Background: an optimization exercise with open tools, aiming at small area. Do not read the settings as production practice.
Only simulation tests tie the RTL to the original design; equivalence was not proved.
No activity file was given, so power comes from the tool's default toggle rates.

==> inputs of yarrow <==
## top
module top(rst, clk, start, btnU, btnR, btnD, btnL, seg, an, led, hsync, vsync, red, green, blue);
make LEC_CHECK=0 ABC_AREA=1 CAP_MARGIN=20 CORE_MARGIN=2 CORE_UTILIZATION=40 PLACE_DENSITY=0.6 SLEW_MARGIN=20 finish   # period 12.0 ns
run.sh (not shown) runs the stock make flow with config.mk's settings and CLKGATE_MAP_FILE= SYNTH_SCRIPT=/design/flow/synth_recipe.tcl, a recipe that flattens the netlist after the stock synthesis.
==> xenon (differences from yarrow) <==
--- a/flow/design.v
+++ b/flow/design.v
@@ -110,23 +110,30 @@
     wire [3:0] s0 = ge10 ? count_s - 4'd10 : count_s;
     reg up2, down2, left2, right2;
     reg ld_v, ld_vert, ld_neg;   
     reg [9:0] em;                
     reg em_neg;                  
     wire [10:0] em11 = {1'b0, em};
     wire [10:0] k = 11'd50 + em11;
+    wire [10:0] e100 = 11'd100 + em11;
     wire [10:0] g = 11'd50 + pig_growth;
-    wire [10:0] posX_end = posX + g;
-    wire [10:0] posY_end = posY + g;
-    wire [10:0] pYm = posY - k;
+    wire [10:0] vXs = {1'b0, posX[9:0]} + {1'b0, pig_growth[9:0]};
+    wire [10:0] vYs = {1'b0, posY[9:0]} + {1'b0, pig_growth[9:0]};
+    wire [9:0] pigXe = vXs[9:0] + 10'd50;
+    wire [9:0] pigYe = vYs[9:0] + 10'd50;
+    wire [11:0] uX = {1'b0, vXs} + {1'b0, e100};    
+    wire [11:0] uY = {1'b0, vYs} + {1'b0, e100};
+    wire [11:0] mX = {2'b00, posX[9:0]} - {1'b0, k};   
+    wire [11:0] mY = {2'b00, posY[9:0]} - {1'b0, k};
+    wire [10:0] pYm = {mY[10] ^ posY[10], mY[9:0]};
+    wire [10:0] pXm = {mX[10] ^ posX[10], mX[9:0]};
+    wire [10:0] pYep = {uY[10] ^ posY[10] ^ pig_growth[10], uY[9:0]};
+    wire [10:0] pXep = {uX[10] ^ posX[10] ^ pig_growth[10], uX[9:0]};
     wire [10:0] pYp = posY + k;
-    wire [10:0] pXm = posX - k;
     wire [10:0] pXp = posX + k;
-    wire [10:0] pYep = posY_end + k;
-    wire [10:0] pXep = posX_end + k;
     wire uv = !slt(pYm, 11'd5);
     wire dv = !slt(11'd479, pYep);
     wire rv = !slt(11'd639, pXep);
     wire lv = !slt(pXm, 11'd5);
     wire s_up = up2 & uv;
     wire s_dn = ~s_up & down2 & dv;
     wire s_rt = ~s_up & ~s_dn & right2 & rv;
@@ -215,79 +222,74 @@
             end else begin
                 new_round <= 0;
             end
         end
     end
     wire [9:0] pigX = posX[9:0];
     wire [9:0] pigY = posY[9:0];
-    wire [9:0] pigXe = posX_end[9:0];
-    wire [9:0] pigYe = posY_end[9:0];
     wire [9:0] pg10 = pig_growth[9:0];
     wire [10:0] P60 = {1'b0, pg10} + 11'd60;
-    function automatic [19:0] place(input [9:0] x, input [9:0] y, input [9:0] cx, input [9:0] cy,
+    function automatic [3:0] place(input [9:0] x, input [9:0] y, input [9:0] cx, input [9:0] cy,
                                     input [10:0] p60);
         reg rel, up_ok, dn_ok, lf_ok, rt_ok;
         reg [11:0] ex, ey;
-        reg [9:0] nx, ny;
         begin
             ex = {2'b00, x} - {1'b0, p60};
             ey = {2'b00, y} - {1'b0, p60};
             rel = !ex[11] && ule(ex[10:0], {1'b0, cx}) && ule({1'b0, cx}, {1'b0, x} + 11'd50) &&
                   !ey[11] && ule(ey[10:0], {1'b0, cy}) && ule({1'b0, cy}, {1'b0, y} + 11'd50);
             up_ok = (cy < 10'd50) || (cy > 10'd55);
             dn_ok = cy < 10'd369;
             lf_ok = (cx < 10'd50) || (cx > 10'd55);
             rt_ok = cx < 10'd529;
-            nx = cx;
-            ny = cy;
-            if (rel) begin
-                if (up_ok) ny = cy - 10'd50;
-                else if (dn_ok) ny = cy + 10'd50;
-                else if (lf_ok) nx = cx - 10'd50;
-                else if (rt_ok) nx = cx + 10'd50;
-            end
-            place = {nx, ny};
+            place = {rel && !up_ok && !dn_ok && lf_ok, rel && !up_ok && !dn_ok && !lf_ok && rt_ok,
+                     rel && up_ok, rel && !up_ok && dn_ok};
         end
     endfunction
     reg [9:0] scX, scY, vcX, vcY;
-    wire [19:0] s_n = place(sX, sY, scX, scY, P60);
-    wire [19:0] v_n = place(pigX, pigY, vcX, vcY, P60);
+    wire [3:0] s_mv = place(sX, sY, scX, scY, P60);
+    wire [3:0] v_mv = place(pigX, pigY, vcX, vcY, P60);
     wire place_now = START || new_round;
+    function automatic [9:0] step(input [9:0] c, input pl, input minus, input plus, input wrap);
+        step = (!pl && wrap) ? 10'd5 :
+               c + (!pl ? 10'd1 : minus ? 10'd974 : plus ? 10'd50 : 10'd0);
+    endfunction
+    wire [9:0] scX_n = step(scX, place_now, s_mv[3], s_mv[2], scX == 10'd579);
+    wire [9:0] scY_n = step(scY, place_now, s_mv[1], s_mv[0], scY == 10'd419);
+    wire [9:0] vcX_n = step(vcX, place_now, v_mv[3], v_mv[2], vcX == 10'd579);
+    wire [9:0] vcY_n = step(vcY, place_now, v_mv[1], v_mv[0], vcY == 10'd419);
     always @(posedge clk) begin
         if (RST) begin
             sX <= 0;
             sY <= 0;
             scX <= 5;
             scY <= 5;
             vX <= 0;
             vY <= 0;
             vcX <= 300;
             vcY <= 300;
-        end else if (place_now) begin
-            {scX, scY} <= s_n;
-            {sX, sY} <= s_n;
-            {vcX, vcY} <= v_n;
-            {vX, vY} <= v_n;
         end else begin
-            scX <= (scX == 10'd579) ? 10'd5 : scX + 10'd1;
-            scY <= (scY == 10'd419) ? 10'd5 : scY + 10'd1;
-            vcX <= (vcX == 10'd579) ? 10'd5 : vcX + 10'd1;
-            vcY <= (vcY == 10'd419) ? 10'd5 : vcY + 10'd1;
+            scX <= scX_n;
+            scY <= scY_n;
+            vcX <= vcX_n;
+            vcY <= vcY_n;
+            if (place_now) begin
+                sX <= scX_n;
+                sY <= scY_n;
+                vX <= vcX_n;
+                vY <= vcY_n;
+            end
         end
     end
     reg [31:0] trailX, trailY;
     reg [3:0] tempX, tempY;
     reg first_move;
     reg [2:0] np;
-    wire [11:0] pe12 = {2'b00, pg10} + {2'b00, em};
-    wire [11:0] tyd = {2'b00, pigY} + pe12;
-    wire [11:0] txd = {2'b00, pigX} + pe12;
-    wire [10:0] em55 = 11'd55 + em11;
-    wire t_ok = (up2 && ule(em55, {1'b0, pigY})) || (down2 && tyd <= 12'd379) ||
-                (right2 && txd <= 12'd539) || (left2 && ule(em55, {1'b0, pigX}));
+    wire t_ok = (up2 && !mY[11] && mY[10:0] >= 11'd5) || (down2 && uY <= 12'd479) ||
+                (right2 && uX <= 12'd639) || (left2 && !mX[11] && mX[10:0] >= 11'd5);
     wire t_move = !game_over && game_state && t_ok;
     wire np_wrap = (np == 3'd7) || (score[7:2] == 6'd0 && np == {score[1:0], 1'b0});
     wire [3:0] wX = first_move ? tempX : 4'd6;
     wire [3:0] wY = first_move ? tempY : 4'd5;
     integer i;
     always @(posedge clk) begin
         if (RST) begin
==> flow/flow/run.sh (new file) <==
#!/bin/bash
set -uo pipefail
W=$PWD
rm -rf "$W/scripts_area"
cp -r "$FLOW_HOME/scripts" "$W/scripts_area"
cp "$W/flow/abc_area.script" "$W/scripts_area/abc_area.script"
export SCRIPTS_DIR="$W/scripts_area"
export ADDER_MAP_FILE=
bash "$W/standard.sh" finish > "$W/standard_flow.log" 2>&1
status=$?
tail -40 "$W/standard_flow.log"
exit $status
==> flow/flow/abc_area.script (new file) <==
strash
&get -n
&fraig -x
&put
scorr
dc2
strash
&get -n
&deepsyn -T 240
&put
dc2
strash
dch -f
map -a
mfs2
strash
dch -f
map -a
topo
dnsize -c
==> flow/standard.sh (new file) <==
#!/bin/bash
# synth_recipe.tcl (not shown) runs the flow's synth.tcl, then flattens the netlist and writes it again
# the make line also repeats each setting of config.mk as NAME=value (left out here)
make -C /OpenROAD-flow-scripts/flow DESIGN_CONFIG=/design/flow/config.mk WORK_HOME=/design/flow/orfs CLKGATE_MAP_FILE= SYNTH_SCRIPT=/design/flow/synth_recipe.tcl "${@:-finish}"
==> flow/config.mk (replaced) <==
export PLATFORM = sky130hd
export DESIGN_NAME = top
export DESIGN_NICKNAME = top
export VERILOG_FILES = /design/flow/design.v
export SDC_FILE = /design/flow/constraint.sdc
export NUM_CORES = 4
export LEC_CHECK = 0
export ABC_AREA = 1
export CAP_MARGIN = 0
export CORE_MARGIN = 2
export CORE_UTILIZATION = 50
export CTS_CLUSTER_DIAMETER = 80
export CTS_CLUSTER_SIZE = 30
export PLACE_DENSITY = 0.65
export SLEW_MARGIN = 0
removed: flow/run.sh
==> amber (differences from yarrow) <==
--- a/flow/design.v
+++ b/flow/design.v
@@ -110,23 +110,30 @@
     wire [3:0] s0 = ge10 ? count_s - 4'd10 : count_s;
     reg up2, down2, left2, right2;
     reg ld_v, ld_vert, ld_neg;   
     reg [9:0] em;                
     reg em_neg;                  
     wire [10:0] em11 = {1'b0, em};
     wire [10:0] k = 11'd50 + em11;
+    wire [10:0] e100 = 11'd100 + em11;
     wire [10:0] g = 11'd50 + pig_growth;
-    wire [10:0] posX_end = posX + g;
-    wire [10:0] posY_end = posY + g;
-    wire [10:0] pYm = posY - k;
+    wire [10:0] vXs = {1'b0, posX[9:0]} + {1'b0, pig_growth[9:0]};
+    wire [10:0] vYs = {1'b0, posY[9:0]} + {1'b0, pig_growth[9:0]};
+    wire [9:0] pigXe = vXs[9:0] + 10'd50;
+    wire [9:0] pigYe = vYs[9:0] + 10'd50;
+    wire [11:0] uX = {1'b0, vXs} + {1'b0, e100};    
+    wire [11:0] uY = {1'b0, vYs} + {1'b0, e100};
+    wire [11:0] mX = {2'b00, posX[9:0]} - {1'b0, k};   
+    wire [11:0] mY = {2'b00, posY[9:0]} - {1'b0, k};
+    wire [10:0] pYm = {mY[10] ^ posY[10], mY[9:0]};
+    wire [10:0] pXm = {mX[10] ^ posX[10], mX[9:0]};
+    wire [10:0] pYep = {uY[10] ^ posY[10] ^ pig_growth[10], uY[9:0]};
+    wire [10:0] pXep = {uX[10] ^ posX[10] ^ pig_growth[10], uX[9:0]};
     wire [10:0] pYp = posY + k;
-    wire [10:0] pXm = posX - k;
     wire [10:0] pXp = posX + k;
-    wire [10:0] pYep = posY_end + k;
-    wire [10:0] pXep = posX_end + k;
     wire uv = !slt(pYm, 11'd5);
     wire dv = !slt(11'd479, pYep);
     wire rv = !slt(11'd639, pXep);
     wire lv = !slt(pXm, 11'd5);
     wire s_up = up2 & uv;
     wire s_dn = ~s_up & down2 & dv;
     wire s_rt = ~s_up & ~s_dn & right2 & rv;
@@ -215,79 +222,74 @@
             end else begin
                 new_round <= 0;
             end
         end
     end
     wire [9:0] pigX = posX[9:0];
     wire [9:0] pigY = posY[9:0];
-    wire [9:0] pigXe = posX_end[9:0];
-    wire [9:0] pigYe = posY_end[9:0];
     wire [9:0] pg10 = pig_growth[9:0];
     wire [10:0] P60 = {1'b0, pg10} + 11'd60;
-    function automatic [19:0] place(input [9:0] x, input [9:0] y, input [9:0] cx, input [9:0] cy,
+    function automatic [3:0] place(input [9:0] x, input [9:0] y, input [9:0] cx, input [9:0] cy,
                                     input [10:0] p60);
         reg rel, up_ok, dn_ok, lf_ok, rt_ok;
         reg [11:0] ex, ey;
-        reg [9:0] nx, ny;
         begin
             ex = {2'b00, x} - {1'b0, p60};
             ey = {2'b00, y} - {1'b0, p60};
             rel = !ex[11] && ule(ex[10:0], {1'b0, cx}) && ule({1'b0, cx}, {1'b0, x} + 11'd50) &&
                   !ey[11] && ule(ey[10:0], {1'b0, cy}) && ule({1'b0, cy}, {1'b0, y} + 11'd50);
             up_ok = (cy < 10'd50) || (cy > 10'd55);
             dn_ok = cy < 10'd369;
             lf_ok = (cx < 10'd50) || (cx > 10'd55);
             rt_ok = cx < 10'd529;
-            nx = cx;
-            ny = cy;
-            if (rel) begin
-                if (up_ok) ny = cy - 10'd50;
-                else if (dn_ok) ny = cy + 10'd50;
-                else if (lf_ok) nx = cx - 10'd50;
-                else if (rt_ok) nx = cx + 10'd50;
-            end
-            place = {nx, ny};
+            place = {rel && !up_ok && !dn_ok && lf_ok, rel && !up_ok && !dn_ok && !lf_ok && rt_ok,
+                     rel && up_ok, rel && !up_ok && dn_ok};
         end
     endfunction
     reg [9:0] scX, scY, vcX, vcY;
-    wire [19:0] s_n = place(sX, sY, scX, scY, P60);
-    wire [19:0] v_n = place(pigX, pigY, vcX, vcY, P60);
+    wire [3:0] s_mv = place(sX, sY, scX, scY, P60);
+    wire [3:0] v_mv = place(pigX, pigY, vcX, vcY, P60);
     wire place_now = START || new_round;
+    function automatic [9:0] step(input [9:0] c, input pl, input minus, input plus, input wrap);
+        step = (!pl && wrap) ? 10'd5 :
+               c + (!pl ? 10'd1 : minus ? 10'd974 : plus ? 10'd50 : 10'd0);
+    endfunction
+    wire [9:0] scX_n = step(scX, place_now, s_mv[3], s_mv[2], scX == 10'd579);
+    wire [9:0] scY_n = step(scY, place_now, s_mv[1], s_mv[0], scY == 10'd419);
+    wire [9:0] vcX_n = step(vcX, place_now, v_mv[3], v_mv[2], vcX == 10'd579);
+    wire [9:0] vcY_n = step(vcY, place_now, v_mv[1], v_mv[0], vcY == 10'd419);
     always @(posedge clk) begin
         if (RST) begin
             sX <= 0;
             sY <= 0;
             scX <= 5;
             scY <= 5;
             vX <= 0;
             vY <= 0;
             vcX <= 300;
             vcY <= 300;
-        end else if (place_now) begin
-            {scX, scY} <= s_n;
-            {sX, sY} <= s_n;
-            {vcX, vcY} <= v_n;
-            {vX, vY} <= v_n;
         end else begin
-            scX <= (scX == 10'd579) ? 10'd5 : scX + 10'd1;
-            scY <= (scY == 10'd419) ? 10'd5 : scY + 10'd1;
-            vcX <= (vcX == 10'd579) ? 10'd5 : vcX + 10'd1;
-            vcY <= (vcY == 10'd419) ? 10'd5 : vcY + 10'd1;
+            scX <= scX_n;
+            scY <= scY_n;
+            vcX <= vcX_n;
+            vcY <= vcY_n;
+            if (place_now) begin
+                sX <= scX_n;
+                sY <= scY_n;
+                vX <= vcX_n;
+                vY <= vcY_n;
+            end
         end
     end
     reg [31:0] trailX, trailY;
     reg [3:0] tempX, tempY;
     reg first_move;
     reg [2:0] np;
-    wire [11:0] pe12 = {2'b00, pg10} + {2'b00, em};
-    wire [11:0] tyd = {2'b00, pigY} + pe12;
-    wire [11:0] txd = {2'b00, pigX} + pe12;
-    wire [10:0] em55 = 11'd55 + em11;
-    wire t_ok = (up2 && ule(em55, {1'b0, pigY})) || (down2 && tyd <= 12'd379) ||
-                (right2 && txd <= 12'd539) || (left2 && ule(em55, {1'b0, pigX}));
+    wire t_ok = (up2 && !mY[11] && mY[10:0] >= 11'd5) || (down2 && uY <= 12'd479) ||
+                (right2 && uX <= 12'd639) || (left2 && !mX[11] && mX[10:0] >= 11'd5);
     wire t_move = !game_over && game_state && t_ok;
     wire np_wrap = (np == 3'd7) || (score[7:2] == 6'd0 && np == {score[1:0], 1'b0});
     wire [3:0] wX = first_move ? tempX : 4'd6;
     wire [3:0] wY = first_move ? tempY : 4'd5;
     integer i;
     always @(posedge clk) begin
         if (RST) begin
==> flow/flow/run.sh (new file) <==
#!/bin/bash
set -uo pipefail
W=$PWD
rm -rf "$W/scripts_area"
cp -r "$FLOW_HOME/scripts" "$W/scripts_area"
cp "$W/flow/abc_area.script" "$W/scripts_area/abc_area.script"
export SCRIPTS_DIR="$W/scripts_area"
bash "$W/standard.sh" finish > "$W/standard_flow.log" 2>&1
status=$?
tail -40 "$W/standard_flow.log"
exit $status
==> flow/flow/abc_area.script (new file) <==
strash
&get -n
&fraig -x
&put
scorr
dc2
strash
&get -n
&synch2
&put
dc2
strash
dch -f
map -a
mfs2
strash
&get -n
&synch2
&put
dc2
strash
dch -f
map -a
mfs2
strash
dch -f
map -a
topo
dnsize -c
==> flow/standard.sh (new file) <==
#!/bin/bash
# synth_recipe.tcl (not shown) runs the flow's synth.tcl, then flattens the netlist and writes it again
# the make line also repeats each setting of config.mk as NAME=value (left out here)
make -C /OpenROAD-flow-scripts/flow DESIGN_CONFIG=/design/flow/config.mk WORK_HOME=/design/flow/orfs CLKGATE_MAP_FILE= SYNTH_SCRIPT=/design/flow/synth_recipe.tcl "${@:-finish}"
removed: flow/run.sh
==> notes <==
- Global-route usage, lowest first: yarrow, amber, xenon.
- Sequential share of layout area: xenon > amber > yarrow.
- xenon reached the layout checks and failed them: max-capacitance violations, max-slew violations. yarrow ran to the end with no violations. amber finished with timing, DRC and antenna clean.
- The highest first-iteration DRC count belongs to yarrow, the lowest to amber.
- Sequential power is about the same in xenon and amber.

[separate check: timing with driven ports]
Ports are ideal in the flow. The routed layouts listed here were re-timed in OpenROAD.
Step 1 assumes that a clkbuf_16 drives the clock port and a buf_2 every other input.
Step 2 times the ports against the registers' clock, not the clock port: input delays grow and output delays shrink by t, the midpoint of the rising clock arrivals with the driver on.
Slacks: ideal / step 1 / step 2; pairs: ideal / step 1.
run | t, ns | setup WS [ns] | clock arrival spread, ns | cell pins on the clock port's net
yarrow | 0.700 | 2.276 / 2.276 / 2.276 | 0.043 / 0.044 | 1
xenon | 0.677 | 1.348 / 1.348 / 1.348 | 0.057 / 0.058 | 1
amber | 0.690 | 1.618 / 1.618 / 1.618 | 0.038 / 0.038 | 1
